Context: an optimization exercise on an open-source flow, tuned for small area, a short achievable clock period and few clock cycles per item. The choices shown serve that exercise and are no tape-out recipe. Function was checked by simulation only, so behaviour that the tests miss may differ from the original.

==> flow/design.v <==
module padder1(in, is_last, byte_num, out);
    input  [63:0] in;
    input         is_last;
    input  [2:0]  byte_num;
    output [63:0] out;
    genvar k;
    generate
      for (k = 0; k < 8; k = k + 1) begin : B
        wire keep = ~is_last | (byte_num > k);
        wire pad  = is_last & (byte_num == k);
        assign out[8*k +: 8] = (in[63-8*k -: 8] & {8{keep}}) | {7'b0, pad};
      end
    endgenerate
endmodule
module padder(clk, reset, in, in_ready, is_last, byte_num, buffer_full,
              out, lane_valid, ready, fin, f_busy, f_ack);
    input              clk, reset;
    input      [63:0]  in;
    input              in_ready, is_last;
    input      [2:0]   byte_num;
    output             buffer_full;
    output     [575:0] out;          
    output     [8:0]   lane_valid;   
    output reg         ready;        
    output reg         fin;        
    input              f_busy;       
    input              f_ack;        
    reg        [575:0] buf_q;
    reg        [3:0]   wc;           
    wire       [3:0]   slot;
    wire       [63:0]  lane;
    wire               accept;
    assign buffer_full = fin | (ready & f_busy);
    assign accept      = in_ready & ~buffer_full;
    assign slot        = f_ack ? 4'd0 : wc;
    assign out         = buf_q;
    genvar j;
    generate
      for (j = 0; j < 9; j = j + 1) begin : L
        assign lane_valid[j] = (wc > j);
        always @ (posedge clk)
          if (accept && slot == j)
            buf_q[64*j +: 64] <= lane;
      end
    endgenerate
    padder1 p0 (in, is_last, byte_num, lane);
    always @ (posedge clk)
      if (reset)
        wc <= 0;
      else if (accept)
        wc <= slot + 1;
      else if (f_ack)
        wc <= 0;
    always @ (posedge clk)
      if (reset)
        ready <= 0;
      else if (accept && (is_last || slot == 8))
        ready <= 1;
      else if (f_ack)
        ready <= 0;
    always @ (posedge clk)
      if (reset)
        fin <= 0;
      else if (accept && is_last)
        fin <= 1;
endmodule
module rconst2in1(i, rc);
    input      [4:0]  i;
    output     [63:0] rc;
    reg        [6:0]  r;    
    always @ (*)
      case (i)
        5'd0:  r = 7'b0000001;   
        5'd1:  r = 7'b0011010;   
        5'd2:  r = 7'b1011110;   
        5'd3:  r = 7'b1110000;   
        5'd4:  r = 7'b0011111;   
        5'd5:  r = 7'b0100001;   
        5'd6:  r = 7'b1111001;   
        5'd7:  r = 7'b1010101;   
        5'd8:  r = 7'b0001110;   
        5'd9:  r = 7'b0001100;   
        5'd10: r = 7'b0110101;   
        5'd11: r = 7'b0100110;   
        5'd12: r = 7'b0111111;   
        5'd13: r = 7'b1001111;   
        5'd14: r = 7'b1011101;   
        5'd15: r = 7'b1010011;   
        5'd16: r = 7'b1010010;   
        5'd17: r = 7'b1001000;   
        5'd18: r = 7'b0010110;   
        5'd19: r = 7'b1100110;   
        5'd20: r = 7'b1111001;   
        5'd21: r = 7'b1011000;   
        5'd22: r = 7'b0100001;   
        5'd23: r = 7'b1110100;   
        default: r = 7'b0000000;
      endcase
    assign rc = {r[6], 31'b0, r[5], 15'b0, r[4], 7'b0, r[3], 3'b0, r[2], 1'b0, r[1], r[0]};
endmodule
module round2in1(in, rc, out);
    input  [1599:0] in;
    input  [63:0]   rc;
    output [1599:0] out;
    wire   [63:0]   c[0:4];
    wire   [63:0]   d[0:4];
    wire   [63:0]   b[0:24];
    function integer rotc(input integer l);
        case (l)
           0: rotc =  0;  1: rotc =  1;  2: rotc = 62;  3: rotc = 28;  4: rotc = 27;
           5: rotc = 36;  6: rotc = 44;  7: rotc =  6;  8: rotc = 55;  9: rotc = 20;
          10: rotc =  3; 11: rotc = 10; 12: rotc = 43; 13: rotc = 25; 14: rotc = 39;
          15: rotc = 41; 16: rotc = 45; 17: rotc = 15; 18: rotc = 21; 19: rotc =  8;
          20: rotc = 18; 21: rotc =  2; 22: rotc = 61; 23: rotc = 56; 24: rotc = 14;
          default: rotc = 0;
        endcase
    endfunction
    genvar x, y;
    generate
      for (x = 0; x < 5; x = x + 1) begin : TC
        assign c[x] = in[64*x +: 64] ^ in[64*(x+5) +: 64] ^ in[64*(x+10) +: 64]
                    ^ in[64*(x+15) +: 64] ^ in[64*(x+20) +: 64];
      end
      for (x = 0; x < 5; x = x + 1) begin : TD
        assign d[x] = c[(x+4)%5] ^ {c[(x+1)%5][62:0], c[(x+1)%5][63]};
      end
      for (y = 0; y < 5; y = y + 1) begin : TY
        for (x = 0; x < 5; x = x + 1) begin : TX
          wire [63:0] t = in[64*(5*y+x) +: 64] ^ d[x];
          if (rotc(5*y+x) == 0) begin : R0
            assign b[y + 5*((2*x+3*y)%5)] = t;
          end else begin : RN
            assign b[y + 5*((2*x+3*y)%5)] = {t[63-rotc(5*y+x):0], t[63:64-rotc(5*y+x)]};
          end
        end
      end
      for (y = 0; y < 5; y = y + 1) begin : CY
        for (x = 0; x < 5; x = x + 1) begin : CX
          if (x == 0 && y == 0) begin : IO
            assign out[0 +: 64] = b[0] ^ (~b[1] & b[2]) ^ rc;
          end else begin : CH
            assign out[64*(5*y+x) +: 64] = b[5*y+x] ^ (~b[5*y+(x+1)%5] & b[5*y+(x+2)%5]);
          end
        end
      end
    endgenerate
endmodule
module f_permutation(clk, reset, in, lane_valid, in_ready, in_final, ack, busy, out, out_ready);
    input               clk, reset;
    input      [575:0]  in;
    input      [8:0]    lane_valid;
    input               in_ready;    
    input               in_final;    
    output              ack;         
    output reg          busy;        
    output reg [1599:0] out;
    output reg          out_ready;
    reg        [4:0]    i;           
    reg                 last;        
    wire       [1599:0] round_in, round_out;
    wire       [575:0]  blk;
    wire       [63:0]   rc;
    wire                run, hold;
    assign ack  = in_ready & ~busy;
    assign run  = (ack | busy) & ~reset;
    assign hold = ~(ack | busy) & ~reset;
    genvar j;
    generate
      for (j = 0; j < 9; j = j + 1) begin : M
        if (j == 8) begin : P
          assign blk[64*j +: 64] = (in[64*j +: 64] & {64{ack & lane_valid[j]}})
                                 ^ {ack & in_final, 63'b0};
        end else begin : D
          assign blk[64*j +: 64] = in[64*j +: 64] & {64{ack & lane_valid[j]}};
        end
      end
    endgenerate
    assign round_in = {out[1599:576], out[575:0] ^ blk};
    rconst2in1 rconst_ (i, rc);
    round2in1 round_ (round_in, rc, round_out);
    always @ (posedge clk)
      out <= (round_out & {1600{run}}) | (out & {1600{hold}});
    always @ (posedge clk)
      if (reset)
        i <= 0;
      else if (ack)
        i <= 1;
      else if (busy)
        i <= (i == 23) ? 5'd0 : i + 1;
    always @ (posedge clk)
      if (reset)
        busy <= 0;
      else if (ack)
        busy <= 1;
      else if (i == 23)
        busy <= 0;
    always @ (posedge clk)
      if (reset)
        last <= 0;
      else if (ack)
        last <= in_final;
    always @ (posedge clk)
      if (reset)
        out_ready <= 0;
      else if (busy && i == 23 && last)
        out_ready <= 1;
endmodule
module keccak(clk, reset, in, in_ready, is_last, byte_num, buffer_full, out, out_ready);
    input              clk, reset;
    input      [63:0]  in;
    input              in_ready, is_last;
    input      [2:0]   byte_num;
    output             buffer_full;
    output     [511:0] out;
    output             out_ready;
    wire       [575:0] blk;
    wire       [8:0]   lane_valid;
    wire               blk_ready, blk_final, f_ack, f_busy;
    wire      [1599:0] state;
    padder
      padder_ (clk, reset, in, in_ready, is_last, byte_num, buffer_full,
               blk, lane_valid, blk_ready, blk_final, f_busy, f_ack);
    f_permutation
      f_permutation_ (clk, reset, blk, lane_valid, blk_ready, blk_final, f_ack, f_busy,
                      state, out_ready);
    genvar w, b;
    generate
      for (w = 0; w < 8; w = w + 1) begin : L0
        for (b = 0; b < 8; b = b + 1) begin : L1
          assign out[511 - 64*w - 8*b -: 8] = state[64*w + 8*b +: 8];
        end
      end
    endgenerate
endmodule
==> flow/run.sh <==
#!/bin/bash
# synth_recipe.tcl (not shown) runs the flow's synth.tcl, then flattens the netlist and writes it again
# the make line also repeats each setting of config.mk as NAME=value (left out here)
make -C /OpenROAD-flow-scripts/flow DESIGN_CONFIG=/design/flow/config.mk WORK_HOME=/design/flow/orfs CLKGATE_MAP_FILE= SYNTH_SCRIPT=/design/flow/synth_recipe.tcl finish
==> flow/config.mk <==
export PLATFORM = sky130hd
export DESIGN_NAME = keccak
export DESIGN_NICKNAME = keccak
export VERILOG_FILES = /design/flow/design.v
export SDC_FILE = /design/flow/constraint.sdc
export NUM_CORES = 4
export LEC_CHECK = 0
export CAP_MARGIN = 30
export CORE_MARGIN = 2
export CORE_UTILIZATION = 25
export GPL_ROUTABILITY_DRIVEN = 1
export PLACE_DENSITY = 0.35
export SLEW_MARGIN = 40
==> flow/constraint.sdc <==
create_clock -name core_clock -period 9.0 [get_ports {clk}]
set_input_delay 1.8000 -clock core_clock [delete_from_list [all_inputs] [get_ports {clk}]]
set_output_delay 1.8000 -clock core_clock [all_outputs]
set_load 0.01 [all_outputs]
==> results of run 1 <==
routing by layer:
metal | global-route usage | vias to the layer above | share of wire
li1 | - | 47500 | -
met1 | 0.482 | 61800 | 0.40
met2 | 0.560 | 6345 | 0.42
met3 | 0.121 | 1573 | 0.095
met4 | 0.272 | 90 | 0.087
met5 | 0 | - | 0.00051
critical path: cells and delay by family, from the launching register on:
kind	cells	cell delay, ns
AO/OA/AOI/OAI	1	0.15
XOR/XNOR	4	2.72
AND/OR/NAND/NOR	3	1.13
buffers and inverters	2	0.89
flip-flops	1	0.44
sequential cells by signal, indices dropped and copies added (netlist names), 4 cells and up:
register / flops
f_permutation_.out: 1600
f_permutation_.i: 5
padder_.wc: 4
padder_.buf_q: 576
cell families after synthesis:
group | Yosys count | share of synthesized area
buffers and inverters | 1030 | 0.0408
adders and majority gates | 10 | 0.000832
DFF | 2190 | 0.330
muxes | 6 | 0.000483
xor gates and xnor gates | 5504 | 0.451
AOI/OAI and AO/OA | 1707 | 0.0583
and+or+nand+nor | 3844 | 0.118
area by class of cell:
| class | count | area [um^2] | share of cell area |
|---|---|---|---|
| diodes | 109 | 273 | 0.00148 |
| clock buffers | 476 | 9180 | 0.0498 |
| clock inverters | 99 | 1270 | 0.00689 |
| inverters | 10 | 37.5 | 0.000204 |
| multi-input cells | 11100 | 102000 | 0.551 |
| flip-flops and latches | 2190 | 49600 | 0.269 |
| well taps | 8008 | 10000 | 0.0543 |
| repair buffers | 1311 | 12400 | 0.0670 |
placed cells by master (no fill, tap or decap), types with 239 or more instances in the layout:
master,synthesis,final
dfxtp_1,1614,1607
nand2_1,2084,2083
nand3_1,239,239
xor2_2,146,358
clkdlybuf4s50_1,0,583
xnor2_2,200,413
xor2_1,1314,1011
edfxtp_1,576,576
clkbuf_16,0,317
nor2b_1,335,318
buf_4,527,643
nand2b_1,301,301
nor2_1,547,543
xnor3_1,831,713
o21ai_0,1145,1144
o21ai_1,465,466
xnor2_1,2675,2366
worst min path at each step:
| stage | startpoint | endpoint | slack (ns) | cells past startpoint |
|---|---|---|---|---|
| floorplan | f_permutation_.last$_SDFFE_PP0N_ | f_permutation_.last$_SDFFE_PP0N_ | 0.44 | 2 |
| global placement | f_permutation_.last$_SDFFE_PP0N_ | f_permutation_.last$_SDFFE_PP0N_ | 0.46 | 2 |
| detailed placement | f_permutation_.out[1470]$_DFF_P_ | f_permutation_.out[1470]$_DFF_P_ | 0.46 | 2 |
| CTS | f_permutation_.last$_SDFFE_PP0N_ | f_permutation_.last$_SDFFE_PP0N_ | 0.47 | 2 |
| global route | f_permutation_.last$_SDFFE_PP0N_ | f_permutation_.last$_SDFFE_PP0N_ | 0.49 | 2 |
| finish | f_permutation_.last$_SDFFE_PP0N_ | f_permutation_.last$_SDFFE_PP0N_ | 0.47 | 2 |
metrics by stage:
step | std cells | instance area, um^2 | hold WS (ns)
2_1_floorplan | 14300 | 150000 | 0.437
3_3_place_gp | 22500 | 169000 | 0.456
3_5_place_dp | 22600 | 174000 | 0.462
4_1_cts | 23200 | 184000 | 0.471
5_1_grt | 23200 | 184000 | 0.491
6_report | 23300 | 184000 | 0.467
==> out/qor.csv, run 1 <==
stage;metric;value;unit
outcome;status;timing/DRC/antenna clean;
floorplanning;Die Y;779;um
worst_setup_path;CP arrival;6.51;ns
floorplanning;core footprint;599000;um^2
floorplanning;I/O pins;585;
placed_design;detailed placement HPWL;1030000;um
detailed_routing;Starting DRT DRC Count;16100;
yosys;post-synth top area share;0.215;
hold_path;HP Class;register to register;
detailed_routing;vias per cell;5.04;
sta;final setup fails;0;
clocking;CTS H-tree depth;5;
sta;RSZ-0062 raised after global routing;no;
detailed_routing;Routed WL;1200000;um
worst_setup_path;CP max stage cell;xnor2_1;
sta;fmax;0.179;GHz
detailed_routing;total number of vias;117000;
floorplanning;Die Width;779;um
worst_setup_path;CP Cell Sequence;and2b_4 > buf_4 > buf_12 > nand3_1 > xor2_2 > xnor3_1 > xnor2_1 > nand2_1 > xnor2_1 > o21ai_0;
placed_design;GPL Wtd Cong;1.11;
grt;GRT Overall Usage;0.385;
final_layout;share of cells above drive strength 1;0.174;
clocking;clock sinks;2190;
worst_setup_path;r2r worst-path depth;10;
placed_design;Place WS;3.41;ns
sta;Slew Limit Fails;0;
clocking;Hold Buf Count CTS;0;
worst_setup_path;worst reg2reg path startpoint;f_permutation_.busy$_SDFFE_PP0P_;
worst_setup_path;critical path peak fanout;75;
worst_setup_path;critical path endpoint;f_permutation_.out[407]$_DFF_P_;
final_layout;synthesis-to-layout area growth;22.7;%
yosys;syn_area_per_cell;10.5;um^2
yosys;number of flops mapped to enable cells by yosys;576;
worst_setup_path;critical path's largest stage delay;0.85;ns
worst_setup_path;Critical Path Source;f_permutation_.busy$_SDFFE_PP0P_;
final_layout;Layout Nets;15000;
sta;Tcrit/Tclk final;0.622;
sta;Worst-Margin Slew;1.13;ns
floorplanning;Initial Utilization;0.251;
yosys;Synth top cells by count;xnor2_1 (2675), nand2_1 (2084), dfxtp_1 (1614), xor2_1 (1314), o21ai_0 (1145);
sta;Worst Slack Setup Final;3.40;ns
yosys;syn nets;14400;
placed_design;Port Buffers;584;
yosys;Synth Register Bits;2190;
worst_setup_path;CP Capture Type;register;
sta;Setup Skew;0.0860;ns
grt;initial antenna violation count;199;
sta;Fin. Hold Viols;0;
yosys;leading post-synthesis cells by cell area;dfxtp_1 (21%), xnor2_1 (16%), xnor3_1 (12%), edfxtp_1 (12%), xor2_1 (7.7%);
grt;total gr overflow;0;
yosys;post-synthesis sequential area ratio;0.330;
grt;largest net degree at the start of global routing;157;
final_layout;Final Util;0.308;
sta;crit path time final;5.60;ns
clocking;post-CTS setup buffer count;0;
grt;vias in the first global route;106000;
sta;relative slew slack;0.245;
worst_setup_path;critical path type;register to register;
clocking;Skew-Pair Late Insertion Delay;1.06;ns
worst_setup_path;cell mode on critical path;xnor2_1;
clocking;CTS Root Cell;clkbuf_16;
worst_setup_path;crit start category;register;
floorplanning;Die Area;607000;um^2
worst_setup_path;Worst R2R End;f_permutation_.out[407]$_DFF_P_;
yosys;Yosys cell types;59;
clocking;Post-CTS Resized;0;
clocking;CTS tree;done;
yosys;Yosys warning count;4;
detailed_routing;Post-DRT Antenna Nets;0;
yosys;mapped cell area;150000;um^2
yosys;Synth Flop Type;dfxtp_1;
sta;Setup TNS;0;ns
detailed_routing;first-pass iteration count of the detailed router;5;
final_layout;# fillers;61700;
flow_run;maxcap violations;0;
clocking;CTS Buf Count;314;
yosys;most numerous cell in the Yosys netlist;xnor2_1;
clocking;buffer depth of the longest clock path;4;
detailed_routing;wire per inst;51.7;um
yosys;Synth async-reset ratio;0;
detailed_routing;DRC errors left;0;
worst_setup_path;Critical Path RT;9.91;ns
yosys;largest area contributor in the netlist;dfxtp_1;
yosys;Post-Syn Instances;14300;
grt;first-pass GRT wire length;1440000;um
floorplanning;Site Rows;284;
clocking;clock-pin transition on the worst setup and hold timing paths;0.06;ns
Testbench counts, summed over its fixed seeds: cycles 22,651, messages 320.
==> run 2, diff against run 1 <==
--- a/flow/design.v
+++ b/flow/design.v
@@ -13,7 +13,7 @@
     endgenerate
 endmodule
 module padder(clk, reset, in, in_ready, is_last, byte_num, buffer_full,
-              out, lane_valid, ready, fin, f_busy, f_ack);
+              out, lane_valid, ready_n, fin, f_busy, f_ack);
     input              clk, reset;
     input      [63:0]  in;
     input              in_ready, is_last;
@@ -21,10 +21,11 @@
     output             buffer_full;
     output     [575:0] out;          
     output     [8:0]   lane_valid;   
-    output reg         ready;        
+    output             ready_n;      
     output reg         fin;        
     input              f_busy;       
     input              f_ack;        
+    reg                ready;        
     reg        [575:0] buf_q;
     reg        [3:0]   wc;           
     wire       [3:0]   slot;
@@ -51,13 +52,9 @@
         wc <= slot + 1;
       else if (f_ack)
         wc <= 0;
-    always @ (posedge clk)
-      if (reset)
-        ready <= 0;
-      else if (accept && (is_last || slot == 8))
-        ready <= 1;
-      else if (f_ack)
-        ready <= 0;
+    assign ready_n = ~reset & ((accept & (is_last | (slot == 8))) | (ready & ~f_ack));
+    always @ (posedge clk)
+      ready <= ready_n;
     always @ (posedge clk)
       if (reset)
         fin <= 0;
@@ -98,10 +95,12 @@
       endcase
     assign rc = {r[6], 31'b0, r[5], 15'b0, r[4], 7'b0, r[3], 3'b0, r[2], 1'b0, r[1], r[0]};
 endmodule
-module round2in1(in, rc, out);
+module round2in1(in, m, rc, out);
     input  [1599:0] in;
+    input  [575:0]  m;
     input  [63:0]   rc;
     output [1599:0] out;
+    wire   [63:0]   pm[0:4];    
     wire   [63:0]   c[0:4];
     wire   [63:0]   d[0:4];
     wire   [63:0]   b[0:24];
@@ -118,15 +117,26 @@
     genvar x, y;
     generate
       for (x = 0; x < 5; x = x + 1) begin : TC
-        assign c[x] = in[64*x +: 64] ^ in[64*(x+5) +: 64] ^ in[64*(x+10) +: 64]
-                    ^ in[64*(x+15) +: 64] ^ in[64*(x+20) +: 64];
+        if (x < 4) begin : M2
+          assign pm[x] = m[64*x +: 64] ^ m[64*(x+5) +: 64];
+        end else begin : M1
+          assign pm[x] = m[64*x +: 64];
+        end
+        assign c[x] = ((in[64*x +: 64] ^ in[64*(x+5) +: 64]) ^ (in[64*(x+10) +: 64]
+                    ^ in[64*(x+15) +: 64])) ^ (in[64*(x+20) +: 64] ^ pm[x]);
       end
       for (x = 0; x < 5; x = x + 1) begin : TD
         assign d[x] = c[(x+4)%5] ^ {c[(x+1)%5][62:0], c[(x+1)%5][63]};
       end
       for (y = 0; y < 5; y = y + 1) begin : TY
         for (x = 0; x < 5; x = x + 1) begin : TX
-          wire [63:0] t = in[64*(5*y+x) +: 64] ^ d[x];
+          wire [63:0] a;
+          if (5*y+x < 9) begin : AM
+            assign a = in[64*(5*y+x) +: 64] ^ m[64*(5*y+x) +: 64];
+          end else begin : AN
+            assign a = in[64*(5*y+x) +: 64];
+          end
+          wire [63:0] t = a ^ d[x];
           if (rotc(5*y+x) == 0) begin : R0
             assign b[y + 5*((2*x+3*y)%5)] = t;
           end else begin : RN
@@ -151,19 +161,19 @@
     input      [8:0]    lane_valid;
     input               in_ready;    
     input               in_final;    
-    output              ack;         
+    output reg          ack;         
     output reg          busy;        
     output reg [1599:0] out;
     output reg          out_ready;
     reg        [4:0]    i;           
     reg                 last;        
-    wire       [1599:0] round_in, round_out;
+    reg                 run, hold;   
+    wire       [1599:0] round_out;
     wire       [575:0]  blk;
     wire       [63:0]   rc;
-    wire                run, hold;
-    assign ack  = in_ready & ~busy;
-    assign run  = (ack | busy) & ~reset;
-    assign hold = ~(ack | busy) & ~reset;
+    wire                busy_n, ack_n;
+    assign busy_n = ack | (busy & (i != 23));
+    assign ack_n  = in_ready & ~busy_n;
     genvar j;
     generate
       for (j = 0; j < 9; j = j + 1) begin : M
@@ -175,11 +185,20 @@
         end
       end
     endgenerate
-    assign round_in = {out[1599:576], out[575:0] ^ blk};
     rconst2in1 rconst_ (i, rc);
-    round2in1 round_ (round_in, rc, round_out);
+    round2in1 round_ (out, blk, rc, round_out);
     always @ (posedge clk)
       out <= (round_out & {1600{run}}) | (out & {1600{hold}});
+    always @ (posedge clk)
+      begin
+        run  <= ~reset & (ack_n | busy_n);
+        hold <= ~reset & ~(ack_n | busy_n);
+      end
+    always @ (posedge clk)
+      if (reset)
+        ack <= 0;
+      else
+        ack <= ack_n;
     always @ (posedge clk)
       if (reset)
         i <= 0;
@@ -190,10 +209,8 @@
     always @ (posedge clk)
       if (reset)
         busy <= 0;
-      else if (ack)
-        busy <= 1;
-      else if (i == 23)
-        busy <= 0;
+      else
+        busy <= busy_n;
     always @ (posedge clk)
       if (reset)
         last <= 0;
--- a/flow/config.mk
+++ b/flow/config.mk
@@ -5,9 +5,12 @@
 export SDC_FILE = /design/flow/constraint.sdc
 export NUM_CORES = 4
 export LEC_CHECK = 0
+export ABC_CLOCK_PERIOD_IN_PS = 4000
 export CAP_MARGIN = 30
 export CORE_MARGIN = 2
-export CORE_UTILIZATION = 25
+export CORE_UTILIZATION = 30
 export GPL_ROUTABILITY_DRIVEN = 1
-export PLACE_DENSITY = 0.35
+export GPL_TIMING_DRIVEN = 1
+export PLACE_DENSITY = 0.45
+export SETUP_SLACK_MARGIN = 5
 export SLEW_MARGIN = 40
==> run 2 against run 1 <==
Fmax rose by 31%. Sequential share of layout area fell by 1.9 points. Synthesized cell count barely moved. Worst hold slack got worse by 0.0040 ns. Cell count fell by 2.4%. Count of clock-buffer cells in the layout fell by 12. Critical path depth rose by 1. Setup slack improved by 1.3 ns. Critical path type unchanged. Critical endpoint is now f_permutation_.out[975]$_DFF_P_.
==> out/qor.csv, run 2 <==
stage;metric;value;unit;change
hold_path;HP Class;register to register;;unchanged
sta;RSZ-0062 raised after global routing;yes;;was no
floorplanning;Die Y;715;um;was 779 um
grt;largest net degree at the start of global routing;149;;was 157
yosys;syn nets;14400;;about the same
sta;crit path time final;4.26;ns;was 5.60 ns
flow_run;maxcap violations;0;;unchanged
final_layout;Layout Nets;15700;;was 15000
sta;Worst Slack Setup Final;4.74;ns;was 3.40 ns
detailed_routing;met1 WL;515000;um;was 484000 um
floorplanning;Die Width;715;um;was 779 um
yosys;number of flops mapped to enable cells by yosys;576;;unchanged
detailed_routing;Starting DRT DRC Count;27900;;was 16100
final_layout;Top Registers;f_permutation_.out x1600, padder_.buf_q x576, f_permutation_.i x5;;unchanged
clocking;clock-pin transition on the worst setup and hold timing paths;0.06;ns;about the same
detailed_routing;vias per cell;6.52;;was 5.04
final_layout;Final Util;0.398;;was 0.308
detailed_routing;DRC errors left;0;;unchanged
final_layout;Biggest register;f_permutation_.out;;unchanged
clocking;CTS tree;done;;unchanged
detailed_routing;metal2 WL;526000;um;was 499000 um
yosys;syn_area_per_cell;10.6;um^2;was 10.5 um^2
yosys;largest area contributor in the netlist;dfxtp_1;;unchanged
yosys;Yosys warning count;4;;unchanged
detailed_routing;met3 wire len;215000;um;was 114000 um
worst_setup_path;CP Capture Type;register;;unchanged
detailed_routing;Routed WL;1440000;um;was 1200000 um
sta;Hold WS;0.463;ns;was 0.467 ns
yosys;post-synth top area share;0.213;;was 0.215
clocking;CTS Buf Count;311;;was 314
worst_setup_path;critical path type;register to register;;unchanged
clocking;CTS H-tree depth;5;;unchanged
yosys;most numerous cell in the Yosys netlist;xnor2_1;;unchanged
final_layout;share of cells above drive strength 1;0.256;;was 0.174
yosys;leading post-synthesis cells by cell area;dfxtp_1 (21%), xnor2_1 (13%), edfxtp_1 (11%), xnor3_1 (9.0%), xor2_1 (5.6%);;was dfxtp_1 (21%), xnor2_1 (16%), xnor3_1 (12%), edfxtp_1 (12%), xor2_1 (7.7%)
yosys;Synth Flop Type;dfxtp_1;;unchanged
yosys;Synth top cells by count;xnor2_1 (2248), nand2_1 (1640), dfxtp_1 (1617), xor2_1 (963), xnor3_1 (605);;was xnor2_1 (2675), nand2_1 (2084), dfxtp_1 (1614), xor2_1 (1314), o21ai_0 (1145)
final_layout;max reg flops;1600;;unchanged
yosys;mapped cell area;152000;um^2;was 150000 um^2
final_layout;most common cell after layout, fill and taps aside;nand2_1;;was xnor2_1
floorplanning;core footprint;504000;um^2;was 599000 um^2
grt;total gr overflow;0;;unchanged
worst_setup_path;CP arrival;5.17;ns;was 6.51 ns
floorplanning;I/O pins;585;;unchanged
worst_setup_path;Critical Path RT;9.91;ns;about the same
final_layout;commonest non-fill, non-tap cells in the layout;nand2_1 (1626), xnor2_1 (1321), dfxtp_1 (1312);;was xnor2_1 (2366), nand2_1 (2083), dfxtp_1 (1607)
final_layout;synthesis-to-layout area growth;32.3;%;was 22.7%
floorplanning;Site Rows;261;;was 284
floorplanning;Initial Utilization;0.301;;was 0.251
worst_setup_path;critical path peak fanout;29;;was 75
sta;relative slew slack;0.283;;was 0.245
clocking;buffer depth of the longest clock path;4;;unchanged
sta;Setup TNS;0;ns;unchanged
sta;Worst-Margin Slew;1.08;ns;was 1.13 ns
grt;initial antenna violation count;185;;was 199
sta;Slew Limit Fails;0;;unchanged
yosys;Synth Register Bits;2193;;was 2190
placed_design;Port Buffers;584;;unchanged
clocking;Skew-Pair Late Insertion Delay;1.07;ns;was 1.06 ns
placed_design;Place WS;3.40;ns;was 3.41 ns
floorplanning;Die Area;511000;um^2;was 607000 um^2
detailed_routing;top routing layer in use;met5;;unchanged
grt;vias in the first global route;125000;;was 106000
outcome;status;timing/DRC/antenna clean;;unchanged
yosys;Post-Syn Instances;14300;;about the same
sta;Setup Skew;0.0675;ns;was 0.0860 ns
detailed_routing;first-pass iteration count of the detailed router;7;;was 5
placed_design;GPL Wtd Cong;1.15;;was 1.11
sta;Fin. Hold Viols;0;;unchanged
clocking;CTS Root Cell;clkbuf_16;;unchanged
detailed_routing;wire per inst;63.5;um;was 51.7 um
placed_design;detailed placement HPWL;1200000;um;was 1030000 um
grt;GRT Overall Usage;0.546;;was 0.385
yosys;Synth async-reset ratio;0;;unchanged
clocking;Hold Buf Count CTS;0;;unchanged
worst_setup_path;crit start category;register;;unchanged
detailed_routing;Post-DRT Antenna Nets;0;;unchanged
sta;Tcrit/Tclk final;0.473;;was 0.622
sta;final setup fails;0;;unchanged
grt;first-pass GRT wire length;1720000;um;was 1440000 um
sta;fmax;0.235;GHz;was 0.179 GHz
yosys;Yosys cell types;70;;was 59
detailed_routing;total number of vias;148000;;was 117000
clocking;clock sinks;2193;;was 2190
yosys;post-synthesis sequential area ratio;0.328;;was 0.330
[run 2: cell count changes after synthesis, sizes merged, moves of 344 or more]
| cell | delta |
|---|---|
| o311ai | +344 |
| nor2 | -459 |
| nand2 | -444 |
| xnor2 | -578 |
| o21ai | -1219 |
| a211o | +396 |
| xor2 | -471 |
| o211ai | +409 |
[run 2: cell type report]
class	instances	area (um^2)
Clock inverter	103	1000
Sequential cell	2193	50100
Inverter	16	67.6
Fill cell	48900	304000
Tap cell	6706	8390
Multi-Input combinational cell	11000	110000
Clock buffer	464	9130
Timing Repair Buffer	2086	21700
Antenna cell	164	410
[run 2: routing by layer]
| metal | up-vias | global-route usage |
|---|---|---|
| met5 | - | 0.00358 |
| met2 | 12900 | 0.694 |
| met1 | 76900 | 0.640 |
| li1 | 55100 | - |
| met3 | 3085 | 0.270 |
| met4 | 58 | 0.556 |
[run 2: final timing paths]
check                           slack [ns]                                to                              from  cells past startpoint
worst max-delay path                  4.74   f_permutation_.out[975]$_DFF_P_          padder_.wc[1]$_SDFF_PP0_                     11
worst min-delay path                  0.46  f_permutation_.last$_SDFFE_PP0P_  f_permutation_.last$_SDFFE_PP0P_                      2
worst max register to register        4.74   f_permutation_.out[975]$_DFF_P_          padder_.wc[1]$_SDFF_PP0_                     11
worst min register to register        0.46  f_permutation_.last$_SDFFE_PP0P_  f_permutation_.last$_SDFFE_PP0P_                      2
[run 2: worst max-delay path, stage by stage (launching register included)]
cell      delay [ns]
dfxtp_4         0.43
buf_4           0.17
o21a_4          0.23
buf_12          0.14
buf_12          0.18
o211ai_1        0.68
xnor2_2         0.32
xnor2_2         0.21
buf_4           0.25
xnor2_4         0.71
o21ai_0         0.21
a32o_1          0.29
[run 2: metrics by stage]
stage	std cells	instance area, um^2
6_report	22700	201000
3_3_place_gp	21500	172000
4_1_cts	22400	197000
2_1_floorplan	14300	152000
5_1_grt	22500	200000
3_5_place_dp	21600	178000
[run 2: cells by family after synthesis]
group / after synthesis / synth area share
and+or+nand+nor: 3641 / 0.120
xor gates and xnor gates: 4394 / 0.358
buffers and inverters: 1134 / 0.0428
adders and majority gates: 10 / 0.000825
DFF: 2193 / 0.328
AOI/OAI and AO/OA: 2928 / 0.150
muxes: 5 / 0.000413
[run 2: timing repair]
action,in CTS,in global routing
cloned,15,1
endpoints found under the hold margin,0,0
endpoints found under the setup margin,1893,471
gates resized for setup,868,252
setup buffers,308,97
pin swaps,174,81
Testbench counts of run 2, summed over its fixed seeds: cycles 22,651, messages 320.
==> run 3, diff against run 2 <==
--- a/flow/config.mk
+++ b/flow/config.mk
@@ -8,9 +8,9 @@
 export ABC_CLOCK_PERIOD_IN_PS = 4000
 export CAP_MARGIN = 30
 export CORE_MARGIN = 2
-export CORE_UTILIZATION = 30
+export CORE_UTILIZATION = 25
 export GPL_ROUTABILITY_DRIVEN = 1
 export GPL_TIMING_DRIVEN = 1
-export PLACE_DENSITY = 0.45
+export PLACE_DENSITY = 0.35
 export SETUP_SLACK_MARGIN = 5
 export SLEW_MARGIN = 40
==> run 3 against run 2 <==
Critical path depth is 1 lower. Wire length is 2.1% higher. Critical path type unchanged. Global-route usage is 8.3 points lower. Non-clock buffer count is 14 higher. Critical endpoint is now f_permutation_.out[248]$_DFF_P_.
==> out/qor.csv, run 3 <==
stage;metric;value;unit;change
yosys;Synth top cells by count;xnor2_1 (2248), nand2_1 (1640), dfxtp_1 (1617), xor2_1 (963), xnor3_1 (605);;unchanged
hold_path;hold depth;2;;unchanged
clocking;buffer depth of the longest clock path;4;;unchanged
sta;crit path time final;4.21;ns;was 4.26 ns
final_layout;share of cells above drive strength 1;0.255;;was 0.256
detailed_routing;wire per inst;61.2;um;was 63.5 um
detailed_routing;vias per cell;6.02;;was 6.52
yosys;syn nets;14400;;unchanged
grt;met3 Use GR;0.161;;was 0.270
worst_setup_path;critical path peak fanout;34;;was 29
sta;Setup Skew;0.0793;ns;was 0.0675 ns
yosys;Post-Syn Instances;14300;;unchanged
worst_setup_path;worst reg2reg path startpoint;padder_.wc[1]$_SDFF_PP0_;;unchanged
worst_setup_path;critical path type;register to register;;unchanged
final_layout;Top Registers;f_permutation_.out x1600, padder_.buf_q x576, f_permutation_.i x5;;unchanged
grt;first-pass GRT wire length;1750000;um;was 1720000 um
final_layout;multi-input logic area;109000;um^2;was 110000 um^2
grt;total gr overflow;0;;unchanged
detailed_routing;DRC errors left;0;;unchanged
worst_setup_path;r2r worst-path depth;10;;was 11
sta;Slew Limit Fails;0;;unchanged
detailed_routing;Post-DRT Antenna Nets;0;;unchanged
yosys;largest area contributor in the netlist;dfxtp_1;;unchanged
clocking;Skew-Pair Late Insertion Delay;1.08;ns;was 1.07 ns
sta;fmax;0.237;GHz;was 0.235 GHz
grt;busiest layer in global routing;met2;;unchanged
final_layout;# fillers;61100;;was 48900
final_layout;most common cell after layout, fill and taps aside;nand2_1;;unchanged
worst_setup_path;Critical Path RT;9.92;ns;was 9.91 ns
outcome;status;timing/DRC/antenna clean;;unchanged
grt;met1 GRT Util;0.588;;was 0.640
final_layout;Seq. cell area;50200;um^2;was 50100 um^2
worst_setup_path;CP arrival;5.13;ns;was 5.17 ns
detailed_routing;Routed WL;1470000;um;was 1440000 um
grt;GR Util met2;0.609;;was 0.694
sta;Setup TNS;0;ns;unchanged
clocking;CTS tree;done;;unchanged
placed_design;Port Buffers;584;;unchanged
placed_design;GPL Wtd Cong;1.11;;was 1.15
clocking;CTS Root Cell;clkbuf_16;;unchanged
detailed_routing;first-pass iteration count of the detailed router;7;;unchanged
floorplanning;Initial Utilization;0.250;;was 0.301
yosys;Yosys warning count;4;;unchanged
detailed_routing;Starting DRT DRC Count;25700;;was 27900
worst_setup_path;crit start category;register;;unchanged
clocking;CTS Buf Count;321;;was 311
grt;largest net degree at the start of global routing;148;;was 149
final_layout;max reg flops;1600;;unchanged
yosys;post-synthesis sequential area ratio;0.328;;unchanged
yosys;syn_area_per_cell;10.6;um^2;unchanged
floorplanning;Die Area;613000;um^2;was 511000 um^2
hold_path;HP Class;register to register;;unchanged
yosys;Synth async-reset ratio;0;;unchanged
clocking;clock sinks;2193;;unchanged
final_layout;Layout Nets;15700;;about the same
yosys;post-synth top area share;0.213;;unchanged
sta;final setup fails;0;;unchanged
hold_path;end of the worst hold path;f_permutation_.last$_SDFFE_PP0P_;;unchanged
worst_setup_path;Worst R2R End;f_permutation_.out[248]$_DFF_P_;;was f_permutation_.out[975]$_DFF_P_
floorplanning;core footprint;605000;um^2;was 504000 um^2
grt;vias in the first global route;123000;;was 125000
placed_design;detailed placement HPWL;1230000;um;was 1200000 um
final_layout;commonest non-fill, non-tap cells in the layout;nand2_1 (1630), xnor2_1 (1366), dfxtp_1 (1256);;was nand2_1 (1626), xnor2_1 (1321), dfxtp_1 (1312)
grt;initial antenna violation count;172;;was 185
final_layout;synthesis-to-layout area growth;33.1;%;was 32.3%
clocking;Hold Buf Count CTS;0;;unchanged
floorplanning;Die Y;783;um;was 715 um
floorplanning;Site Rows;286;;was 261
flow_run;maxcap violations;0;;unchanged
yosys;most numerous cell in the Yosys netlist;xnor2_1;;unchanged
sta;RSZ-0062 raised after global routing;yes;;unchanged
yosys;leading post-synthesis cells by cell area;dfxtp_1 (21%), xnor2_1 (13%), edfxtp_1 (11%), xnor3_1 (9.0%), xor2_1 (5.6%);;unchanged
sta;Worst-Margin Slew;1.10;ns;was 1.08 ns
yosys;number of flops mapped to enable cells by yosys;576;;unchanged
worst_setup_path;CP Capture Type;register;;unchanged
yosys;Synth Flop Type;dfxtp_1;;unchanged
detailed_routing;total number of vias;145000;;was 148000
grt;GRT Overall Usage;0.463;;was 0.546
sta;Tcrit/Tclk final;0.468;;was 0.473
floorplanning;I/O pins;585;;unchanged
yosys;Yosys cell types;70;;unchanged
final_layout;Final Util;0.333;;was 0.398
sta;Fin. Hold Viols;0;;unchanged
clocking;clock-pin transition on the worst setup and hold timing paths;0.06;ns;about the same
final_layout;Biggest register;f_permutation_.out;;unchanged
yosys;mapped cell area;152000;um^2;unchanged
hold_path;start point of the worst min-delay path;f_permutation_.last$_SDFFE_PP0P_;;unchanged
sta;relative slew slack;0.268;;was 0.283
clocking;CTS H-tree depth;5;;unchanged
yosys;Synth Register Bits;2193;;unchanged
floorplanning;Die Width;783;um;was 715 um
## run 3: cell counts after synthesis
No cell type changed its count.
## run 3: critical path, cell delays in order (launching register included)
cell and delay [ns]:
dfxtp_4 0.41, buf_4 0.19, o311a_4 0.39, buf_16 0.18
nand2_1 0.34, xor3_1 0.52, xnor3_4 0.67, xnor2_4 0.59
buf_4 0.25, and3_1 0.15, o31ai_1 0.06
## run 3: stage by stage
stage                     std cells  hold slack (ns)  worst slack (ns)  instance area (um^2)
final                         24100            0.464              4.79                202000
after global routing          23900            0.493              4.95                201000
after CTS                     23800            0.467              4.87                199000
after detailed placement      22900            0.457              3.84                179000
after global placement        22800            0.449              2.94                173000
after floorplan               14300            0.436              4.12                152000
## run 3: worst max path at each step
stage,startpoint,endpoint,slack (ns),cells past startpoint
2_1_floorplan,in_ready,f_permutation_.run$_DFF_P_,4.12,7
4_1_cts,padder_.wc[3]$_SDFF_PP0_,f_permutation_.out[934]$_DFF_P_,4.87,11
3_5_place_dp,padder_.wc[3]$_SDFF_PP0_,f_permutation_.out[725]$_DFF_P_,3.84,10
3_3_place_gp,padder_.wc[3]$_SDFF_PP0_,f_permutation_.out[378]$_DFF_P_,2.94,8
6_report,padder_.wc[1]$_SDFF_PP0_,f_permutation_.out[248]$_DFF_P_,4.79,10
5_1_grt,padder_.wc[2]$_SDFF_PP0_,f_permutation_.out[163]$_DFF_P_,4.95,11
## run 3: cell families after synthesis
family	count (synthesis)	share of synthesized area
flops	2193	0.328
fa+ha+maj	10	0.000825
simple gates	3641	0.120
buf+inv	1134	0.0428
mux	5	0.000413
xor+xnor	4394	0.358
compound gates	2928	0.150
## run 3: layout make-up
type / count / area share
Timing Repair Buffer: 2100 / 0.107
Clock inverter: 112 / 0.00556
Multi-Input combinational cell: 11000 / 0.541
Antenna cell: 144 / 0.00179
Sequential cell: 2193 / 0.249
Clock buffer: 469 / 0.0457
Inverter: 16 / 0.000335
Tap cell: 8064 / 0.0500
## run 3: what timing repair did
item,4_1_cts,5_1_grt
pin swaps,148,67
setup endpoints to repair,1863,410
setup buffers,309,117
gates cloned,23,1
resized for setup,927,251
## run 3: per-layer routing
| metal | share of wire | vias up |
|---|---|---|
| met5 | 0.00027 | - |
| met4 | 0.11 | 54 |
| met3 | 0.12 | 2315 |
| met2 | 0.38 | 11200 |
| met1 | 0.39 | 76300 |
| li1 | - | 55100 |
==> run 4, diff against run 3 <==
--- a/flow/design.v
+++ b/flow/design.v
@@ -13,19 +13,21 @@
     endgenerate
 endmodule
 module padder(clk, reset, in, in_ready, is_last, byte_num, buffer_full,
-              out, lane_valid, ready_n, fin, f_busy, f_ack);
+              out, lane_valid_n, ready_n, fin_n, f_busy, f_ack);
     input              clk, reset;
     input      [63:0]  in;
     input              in_ready, is_last;
     input      [2:0]   byte_num;
     output             buffer_full;
     output     [575:0] out;          
-    output     [8:0]   lane_valid;   
+    output     [8:0]   lane_valid_n;  
     output             ready_n;      
-    output reg         fin;        
+    output             fin_n;        
     input              f_busy;       
     input              f_ack;        
     reg                ready;        
+    reg                fin;          
+    wire       [3:0]   wc_n;
     reg        [575:0] buf_q;
     reg        [3:0]   wc;           
     wire       [3:0]   slot;
@@ -38,28 +40,22 @@
     genvar j;
     generate
       for (j = 0; j < 9; j = j + 1) begin : L
-        assign lane_valid[j] = (wc > j);
+        assign lane_valid_n[j] = (wc_n > j);
         always @ (posedge clk)
           if (accept && slot == j)
             buf_q[64*j +: 64] <= lane;
       end
     endgenerate
     padder1 p0 (in, is_last, byte_num, lane);
-    always @ (posedge clk)
-      if (reset)
-        wc <= 0;
-      else if (accept)
-        wc <= slot + 1;
-      else if (f_ack)
-        wc <= 0;
+    assign wc_n = reset ? 4'd0 : accept ? slot + 4'd1 : f_ack ? 4'd0 : wc;
+    always @ (posedge clk)
+      wc <= wc_n;
     assign ready_n = ~reset & ((accept & (is_last | (slot == 8))) | (ready & ~f_ack));
     always @ (posedge clk)
       ready <= ready_n;
-    always @ (posedge clk)
-      if (reset)
-        fin <= 0;
-      else if (accept && is_last)
-        fin <= 1;
+    assign fin_n = ~reset & (fin | (accept & is_last));
+    always @ (posedge clk)
+      fin <= fin_n;
 endmodule
 module rconst2in1(i, rc);
     input      [4:0]  i;
@@ -155,12 +151,12 @@
       end
     endgenerate
 endmodule
-module f_permutation(clk, reset, in, lane_valid, in_ready, in_final, ack, busy, out, out_ready);
+module f_permutation(clk, reset, in, lane_valid_n, in_ready, in_final_n, ack, busy, out, out_ready);
     input               clk, reset;
     input      [575:0]  in;
-    input      [8:0]    lane_valid;
+    input      [8:0]    lane_valid_n;  
     input               in_ready;    
-    input               in_final;    
+    input               in_final_n;  
     output reg          ack;         
     output reg          busy;        
     output reg [1599:0] out;
@@ -168,6 +164,9 @@
     reg        [4:0]    i;           
     reg                 last;        
     reg                 run, hold;   
+    reg        [8:0]    am;          
+    reg                 pad;         
+    reg                 fin;         
     wire       [1599:0] round_out;
     wire       [575:0]  blk;
     wire       [63:0]   rc;
@@ -178,10 +177,9 @@
     generate
       for (j = 0; j < 9; j = j + 1) begin : M
         if (j == 8) begin : P
-          assign blk[64*j +: 64] = (in[64*j +: 64] & {64{ack & lane_valid[j]}})
-                                 ^ {ack & in_final, 63'b0};
+          assign blk[64*j +: 64] = (in[64*j +: 64] & {64{am[j]}}) ^ {pad, 63'b0};
         end else begin : D
-          assign blk[64*j +: 64] = in[64*j +: 64] & {64{ack & lane_valid[j]}};
+          assign blk[64*j +: 64] = in[64*j +: 64] & {64{am[j]}};
         end
       end
     endgenerate
@@ -193,6 +191,12 @@
       begin
         run  <= ~reset & (ack_n | busy_n);
         hold <= ~reset & ~(ack_n | busy_n);
+      end
+    always @ (posedge clk)
+      begin
+        am  <= lane_valid_n & {9{~reset & ack_n}};
+        pad <= ~reset & ack_n & in_final_n;
+        fin <= in_final_n;
       end
     always @ (posedge clk)
       if (reset)
@@ -215,7 +219,7 @@
       if (reset)
         last <= 0;
       else if (ack)
-        last <= in_final;
+        last <= fin;
     always @ (posedge clk)
       if (reset)
         out_ready <= 0;
@@ -231,14 +235,14 @@
     output     [511:0] out;
     output             out_ready;
     wire       [575:0] blk;
-    wire       [8:0]   lane_valid;
+    wire       [8:0]   lane_valid_n;
     wire               blk_ready, blk_final, f_ack, f_busy;
     wire      [1599:0] state;
     padder
       padder_ (clk, reset, in, in_ready, is_last, byte_num, buffer_full,
-               blk, lane_valid, blk_ready, blk_final, f_busy, f_ack);
+               blk, lane_valid_n, blk_ready, blk_final, f_busy, f_ack);
     f_permutation
-      f_permutation_ (clk, reset, blk, lane_valid, blk_ready, blk_final, f_ack, f_busy,
+      f_permutation_ (clk, reset, blk, lane_valid_n, blk_ready, blk_final, f_ack, f_busy,
                       state, out_ready);
     genvar w, b;
     generate
==> flow/flow/run.sh (new file) <==
#!/bin/bash
# The standard layout, with two changes: the port buffers are buf_4 cells
# rather than the default pick, and timing repair may change a cell's
# footprint (so it can resize the port buffers too).
set -euo pipefail
bash standard.sh synth > synth.log 2>&1
sed -e 's#"\${@:-finish}"#MATCH_CELL_FOOTPRINT=0 "BUFFER_PORTS_ARGS=-buffer_cell sky130_fd_sc_hd__buf_4" "${@:-finish}"#' \
    standard.sh > layout.sh
grep -q 'MATCH_CELL_FOOTPRINT=0' layout.sh
bash layout.sh finish > layout.log 2>&1
test -s out/final.def
==> flow/standard.sh (new file) <==
#!/bin/bash
# synth_recipe.tcl (not shown) runs the flow's synth.tcl, then flattens the netlist and writes it again
# the make line also repeats each setting of config.mk as NAME=value (left out here)
make -C /OpenROAD-flow-scripts/flow DESIGN_CONFIG=/design/flow/config.mk WORK_HOME=/design/flow/orfs CLKGATE_MAP_FILE= SYNTH_SCRIPT=/design/flow/synth_recipe.tcl "${@:-finish}"
removed: flow/run.sh
==> run 4 against run 3 <==
Still clean. Sequential share of layout area rose by 3.1 points. Sequential cell count rose by 10. Cell count fell by 6.1%. Clock skew fell by 0.0028 ns. First-iteration DRC count fell by 38%. Wire length fell by 21%. Count of clock-buffer cells in the layout fell by 30. Final area fell by 12%. Non-clock buffer count fell by 1026. Setup slack improved by 0.068 ns. Critical endpoint is now f_permutation_.out[640]$_DFF_P_.
==> out/qor.csv, run 4 <==
stage;metric;value;unit;change
floorplanning;Site Rows;289;;was 286
yosys;Synth async-reset ratio;0;;unchanged
clocking;buffer depth of the longest clock path;4;;unchanged
worst_setup_path;CP Capture Type;register;;unchanged
detailed_routing;DRC errors left;0;;unchanged
placed_design;Port Buffers;584;;unchanged
floorplanning;Initial Utilization;0.250;;about the same
clocking;CTS H-tree depth;5;;unchanged
placed_design;GPL Wtd Cong;1.07;;was 1.11
yosys;post-synthesis sequential area ratio;0.322;;was 0.328
grt;initial antenna violation count;174;;was 172
sta;Setup TNS;0;ns;unchanged
yosys;syn_area_per_cell;11.1;um^2;was 10.6 um^2
floorplanning;Die Area;626000;um^2;was 613000 um^2
grt;largest net degree at the start of global routing;171;;was 148
clocking;clock sinks;2203;;was 2193
sta;Worst-Margin Slew;1.15;ns;was 1.10 ns
placed_design;detailed placement HPWL;998000;um;was 1230000 um
sta;RSZ-0062 raised after global routing;yes;;unchanged
yosys;Yosys cell types;56;;was 70
yosys;Post-Syn Instances;14000;;was 14300
sta;Fin. Hold Viols;0;;unchanged
final_layout;commonest non-fill, non-tap cells in the layout;nand2_1 (2740), dfxtp_1 (1615), xnor2_1 (1374);;was nand2_1 (1630), xnor2_1 (1366), dfxtp_1 (1256)
yosys;Synth top cells by count;nand2_1 (2740), xnor3_1 (1807), dfxtp_1 (1627), xnor2_1 (1440), xor2_1 (1350);;was xnor2_1 (2248), nand2_1 (1640), dfxtp_1 (1617), xor2_1 (963), xnor3_1 (605)
final_layout;Top Registers;f_permutation_.out x1600, padder_.buf_q x576, f_permutation_.am x9;;was f_permutation_.out x1600, padder_.buf_q x576, f_permutation_.i x5
sta;relative slew slack;0.235;;was 0.268
floorplanning;core footprint;618000;um^2;was 605000 um^2
final_layout;Biggest register;f_permutation_.out;;unchanged
yosys;Synth Flop Type;dfxtp_1;;unchanged
hold_path;HP Class;register to register;;unchanged
final_layout;max reg flops;1600;;unchanged
placed_design;Post-DP Area;167000;um^2;was 179000 um^2
sta;Setup Skew;0.0765;ns;was 0.0793 ns
final_layout;most common cell after layout, fill and taps aside;nand2_1;;unchanged
sta;crit path time final;4.14;ns;was 4.21 ns
yosys;syn nets;14100;;was 14400
floorplanning;Die Y;791;um;was 783 um
yosys;largest area contributor in the netlist;xnor3_1;;was dfxtp_1
clocking;Skew-Pair Late Insertion Delay;1.06;ns;was 1.08 ns
worst_setup_path;Critical Path RT;9.87;ns;was 9.92 ns
final_layout;synthesis-to-layout area growth;15.3;%;was 33.1%
final_layout;Layout Nets;14200;;was 15700
grt;GRT Overall Usage;0.361;;was 0.463
yosys;number of flops mapped to enable cells by yosys;576;;unchanged
clocking;CTS Root Cell;clkbuf_16;;unchanged
grt;total gr overflow;0;;unchanged
detailed_routing;vias per cell;4.94;;was 6.02
sta;fmax;0.241;GHz;was 0.237 GHz
worst_setup_path;CP arrival;5.01;ns;was 5.13 ns
sta;final setup fails;0;;unchanged
grt;first-pass GRT wire length;1400000;um;was 1750000 um
floorplanning;I/O pins;585;;unchanged
yosys;leading post-synthesis cells by cell area;xnor3_1 (26%), dfxtp_1 (21%), edfxtp_1 (11%), xnor2_1 (8.1%), xor2_1 (7.6%);;was dfxtp_1 (21%), xnor2_1 (13%), edfxtp_1 (11%), xnor3_1 (9.0%), xor2_1 (5.6%)
flow_run;maxcap violations;0;;unchanged
worst_setup_path;critical path peak fanout;18;;was 34
detailed_routing;Post-DRT Antenna Nets;0;;unchanged
final_layout;share of cells above drive strength 1;0.176;;was 0.255
floorplanning;Die Width;791;um;was 783 um
detailed_routing;wire per inst;51.5;um;was 61.2 um
worst_setup_path;critical path type;register to register;;unchanged
clocking;CTS Buf Count;316;;was 321
sta;Slew Limit Fails;0;;unchanged
yosys;post-synth top area share;0.263;;was 0.213
yosys;mapped cell area;155000;um^2;was 152000 um^2
clocking;Hold Buf Count CTS;0;;unchanged
yosys;Yosys warning count;4;;unchanged
worst_setup_path;crit start category;register;;unchanged
yosys;most numerous cell in the Yosys netlist;nand2_1;;was xnor2_1
detailed_routing;first-pass iteration count of the detailed router;6;;was 7
outcome;status;timing/DRC/antenna clean;;unchanged
sta;Tcrit/Tclk final;0.460;;was 0.468
detailed_routing;total number of vias;112000;;was 145000
clocking;CTS tree;done;;unchanged
grt;vias in the first global route;102000;;was 123000
detailed_routing;Routed WL;1170000;um;was 1470000 um
detailed_routing;Starting DRT DRC Count;16000;;was 25700
clocking;clock-pin transition on the worst setup and hold timing paths;0.06;ns;about the same
final_layout;Design Area, Final;179000;um^2;was 202000 um^2
yosys;Synth Register Bits;2203;;was 2193
## run 4: cell types whose count changed after synthesis, moves of 303 or more
cell      before   now
a32o_1       324     0
nand3_1      428     5
a21oi_1      343    18
o21ai_1        0   434
o21ai_0      391  1174
xnor2_1     2248  1440
nand4_1      304     1
o211ai_1     457     0
and3_1       496     1
a211o_1      396     0
xor2_1       963  1350
nor2_1        88   671
nand2_1     1640  2740
xnor3_1      605  1807
## run 4: path summary, 6_finish.rpt
kind | from | to | cells after the start
setup / recovery | f_permutation_.am[7]$_DFF_P_ | f_permutation_.out[640]$_DFF_P_ | 9
hold reg to reg | f_permutation_.out[517]$_DFF_P_ | f_permutation_.out[517]$_DFF_P_ | 2
setup reg to reg | f_permutation_.am[7]$_DFF_P_ | f_permutation_.out[640]$_DFF_P_ | 9
hold / removal | f_permutation_.out[517]$_DFF_P_ | f_permutation_.out[517]$_DFF_P_ | 2
## run 4: kinds of logic (layout without fill, tap and decap cells)
logic type,Yosys count,after routing,synth area share
buf+inv,1249,1652,0.0516
flops,2203,2203,0.322
simple gates,3919,3919,0.104
other cells,0,58,0
fa+ha+maj,6,6,0.000485
compound gates,1661,1661,0.0544
mux,5,5,0.000331
xor+xnor,4957,4957,0.468
## run 4: timing repair
item,in CTS,in global routing
resized for setup,205,31
pin swaps,1,0
setup endpoints to repair,738,58
buffers inserted,8,0
## run 4: cell type report
class                      count  area (um^2)
fill                       64100       440000
multi-input combinational  10500        99100
sequential                  2203        49900
tap                         8148        10200
clock buffer                 439         8830
timing repair buffer        1074         8730
clock inverter               125         1600
antenna                       58          145
inverter                      14         60.1
## run 4: metrics by stage
step / worst slack [ns] / utilization / hold slack, ns / cells
2_1_floorplan: 4.51 / - / 0.445 / 14000
5_1_grt: 4.95 / 0.289 / 0.503 / 22600
3_5_place_dp: 4.36 / 0.270 / 0.458 / 22000
3_3_place_gp: 4.10 / 0.268 / 0.456 / 22000
4_1_cts: 4.86 / 0.288 / 0.467 / 22500
6_report: 4.86 / 0.289 / 0.465 / 22600
## run 4: critical path: stages, from the launching register on
cell and delay (ns):
dfxtp_4 0.51, buf_4 0.38, buf_12 0.23, nand2_1 0.14
xor2_2 0.33, xor3_1 0.74, xnor3_2 0.79, nand2_1 0.17
xnor2_1 0.37, o21ai_1 0.10
## run 4: metal layers
layer	track usage	vias up	part of all wire
met5	0	-	0.00046
met1	0.467	58900	0.41
li1	-	45800	-
met3	0.0924	1284	0.088
met4	0.231	72	0.080
met2	0.536	5607	0.42
Testbench counts of run 4, summed over its fixed seeds: cycles 22,651, messages 320.

## static timing again, ports no longer ideal
No port has a modelled driver above. Below, the same layouts with a new extraction and two added sets of constraints.
Step 1: set_driving_cell puts a clkbuf_16 on clk and a buf_2 on each other input, an assumption about the parent block.
Step 2, shift: input delay + t, output delay - t, t = (earliest + latest rising clock arrival at the registers) / 2. This alone moves slack from input paths to output paths.
a / b / c = ideal ports / drivers / drivers and shift; a / b = the first two.
run | shift t [ns] | setup slack, ns | hold slack, ns | worst register clock-pin slew, ns | pins driven straight from the clock port
run 1 | 1.155 | 3.403 / 3.403 / 3.403 | 0.467 / 0.467 / 0.467 | 0.07 / 0.07 | 1
run 2 | 1.165 | 4.740 / 4.740 / 4.079 | 0.463 / 0.463 / 0.463 | 0.07 / 0.07 | 1
run 3 | 1.176 | 4.789 / 4.789 / 4.018 | 0.464 / 0.464 / 0.464 | 0.07 / 0.07 | 1
run 4 | 1.155 | 4.857 / 4.857 / 4.634 | 0.465 / 0.465 / 0.465 | 0.07 / 0.07 | 1
After both steps setup and hold are still met in every run listed. For run 3, which loses most, drivers alone change the setup slack by 0.000 ns; drivers and shift together by -0.771 ns.
